This is an optimization exercise on Yosys and OpenROAD, whose aim is small area and a short achievable clock period, not a production implementation. In this exercise RTL edits were held to simulation tests only and were not proved equivalent to the original.

// CORDICNCO
module CORDICNCO (clk_i, rst_i, val_i, phase_inc_i, cos_o, sin_o, val_o);
For scale: ~2500 cells after synthesis, about 52 I/O pins, about 22000 um2 of cells after synthesis.
clock: 4.0 ns
lec_check: 0
cap_margin: 20
core_margin: 2
core_utilization: 60
cts_cluster_diameter: 100
cts_cluster_size: 25
setup_slack_margin: 1.5
slew_margin: 20
run.sh (not shown) runs the stock make flow with config.mk's settings and CLKGATE_MAP_FILE= SYNTH_SCRIPT=/design/flow/synth_recipe.tcl, a recipe that flattens the netlist after the stock synthesis.
==> next run, changes <==
--- a/flow/design.v
+++ b/flow/design.v
@@ -510,32 +510,27 @@
     wire [0:0] dr11_c7 = dr11_x7;
     reg dr12_x7;
     always @* case ({dr11_c7, r10_c7[4]}) 2'd0: dr12_x7 = msb7({{2{r10_c7[4]}}, r10_c7}, 7'd121); 2'd1: dr12_x7 = msb7({{2{r10_c7[4]}}, r10_c7}, 7'd3); 2'd2: dr12_x7 = msb7({{2{r10_c7[4]}}, r10_c7}, 7'd125); 2'd3: dr12_x7 = msb7({{2{r10_c7[4]}}, r10_c7}, 7'd7); endcase
     wire [0:0] dr12_c7 = dr12_x7;
     reg [2:0] cr13_x7;
     always @* case ({dr12_c7, dr11_c7, r10_c7[4]}) 3'd0: cr13_x7 = 3'd0; 3'd1: cr13_x7 = 3'd2; 3'd2: cr13_x7 = 3'd4; 3'd3: cr13_x7 = 3'd6; 3'd4: cr13_x7 = 3'd2; 3'd5: cr13_x7 = 3'd4; 3'd6: cr13_x7 = 3'd6; 3'd7: cr13_x7 = 3'd0; endcase
     wire [2:0] r13_c7 = add3(r10_c7[2:0], cr13_x7, 1'b0);
     wire [0:0] dp11_c7 = dr11_c7 ^ d0_c7;
     wire [0:0] dp12_c7 = dr12_c7 ^ d0_c7;
     wire [0:0] dp13_c7 = r13_c7[2] ^ d0_c7;
     wire [6:0] lidx_c6 = {dp7_c6, dp6_c6, dp5_c6, dp4_c6, dp3_c6, dp2_c6, dp1_c6};
-    wire [31:0] xf8_w = lut(lidx_c6);
-    wire [31:0] xy8_c6 = {1'b0, xf8_w[30:16], 2'b01, xf8_w[13:0]};
-    wire [31:0] xf9_w = rot9(xy8_c7, dp8_c7);
-    wire [31:0] xy9_c7 = {1'b0, xf9_w[30:16], 2'b01, xf9_w[13:0]};
-    wire [31:0] xf10_w = rot10(xy9_c8, dp9_c8);
-    wire [31:0] xy10_c8 = {1'b0, xf10_w[30:16], 2'b01, xf10_w[13:0]};
-    wire [31:0] xf11_w = rot11(xy10_c9, dp10_c9);
-    wire [31:0] xy11_c9 = {xf11_w[31], xf11_w[30:16], 2'b01, xf11_w[13:0]};
-    wire [31:0] xf12_w = rot12(xy11_c10, dp11_c10);
-    wire [31:0] xy12_c10 = {xf12_w[31], xf12_w[30:16], 2'b01, xf12_w[13:0]};
+    wire [31:0] xy8_c6 = lut(lidx_c6);
+    wire [31:0] xy9_c7 = rot9(xy8_c7, dp8_c7);
+    wire [31:0] xy10_c8 = rot10(xy9_c8, dp9_c8);
+    wire [31:0] xy11_c9 = rot11(xy10_c9, dp10_c9);
+    wire [31:0] xy12_c10 = rot12(xy11_c10, dp11_c10);
     wire [6:0] tf_c11 = {xy12_c11[31:29], &xy12_c11[31:16], xy12_c11[13], dp12_c11, dp13_c11};
     wire [39:0] fo_x11;
     CORDICROT tail (.xy_i(xy12_c11), .f_i(tf_c11), .s_i(d0_c11), .q_i(q_c11), .b_o(fo_x11[39:8]), .k_o(fo_x11[7:0]));
     wire [39:0] fo_c11 = fo_x11;
     reg  [14:0] r0_c2;
     always @(posedge clk_i) r0_c2 <= r0_c1;
     reg  [1:0] q_c2;
     always @(posedge clk_i) q_c2 <= q_c1;
     reg  [1:0] q_c3;
     always @(posedge clk_i) q_c3 <= q_c2;
     reg  [1:0] q_c4;
What happened: Clock skew fell by 0.017 ns; worst hold slack gains 0.0089 ns; count of clock-buffer cells in the layout does not change; first-iteration DRC count is higher by about 8%; routed wire length hardly moves; via count climbs by 2.0%; non-clock buffer count drops by 17; design area rose by about 1%; setup slack gains 0.052 ns; core utilization goes down by 0.98 points; sequential cell count grows by 10; synthesized cell count came out higher by about 2.7%.

-- static timing again, ports no longer ideal --
How much do the figures lean on ideal ports? The routed layouts below were timed once more, with nothing changed but the port constraints. Step 1: set_driving_cell puts a clkbuf_16 on clk_i and a buf_2 on each other input, an assumption about the parent block. Step 2 also shifts input and output timing later by t, the mid clock arrival at the registers, as if the neighbouring blocks saw the same clock. Slacks: no drivers / after step 1 / after step 2; pairs: no drivers / after step 1.
| run | t, ns | slack for setup (ns) | worst setup path at the end | latest minus earliest clock arrival (ns) | worst register clock-pin slew, ns |
|---|---|---|---|---|---|
| the first run | 0.577 | 1.441 / 1.441 / 0.993 | input to register | 0.047 / 0.047 | 0.11 / 0.11 |
| the second run | 0.584 | 1.492 / 1.492 / 1.003 | input to register | 0.020 / 0.020 | 0.10 / 0.10 |
After both steps every run listed still meets setup and hold. For the second run, which loses most, drivers alone change the setup slack by 0.000 ns; drivers and shift together by -0.489 ns.
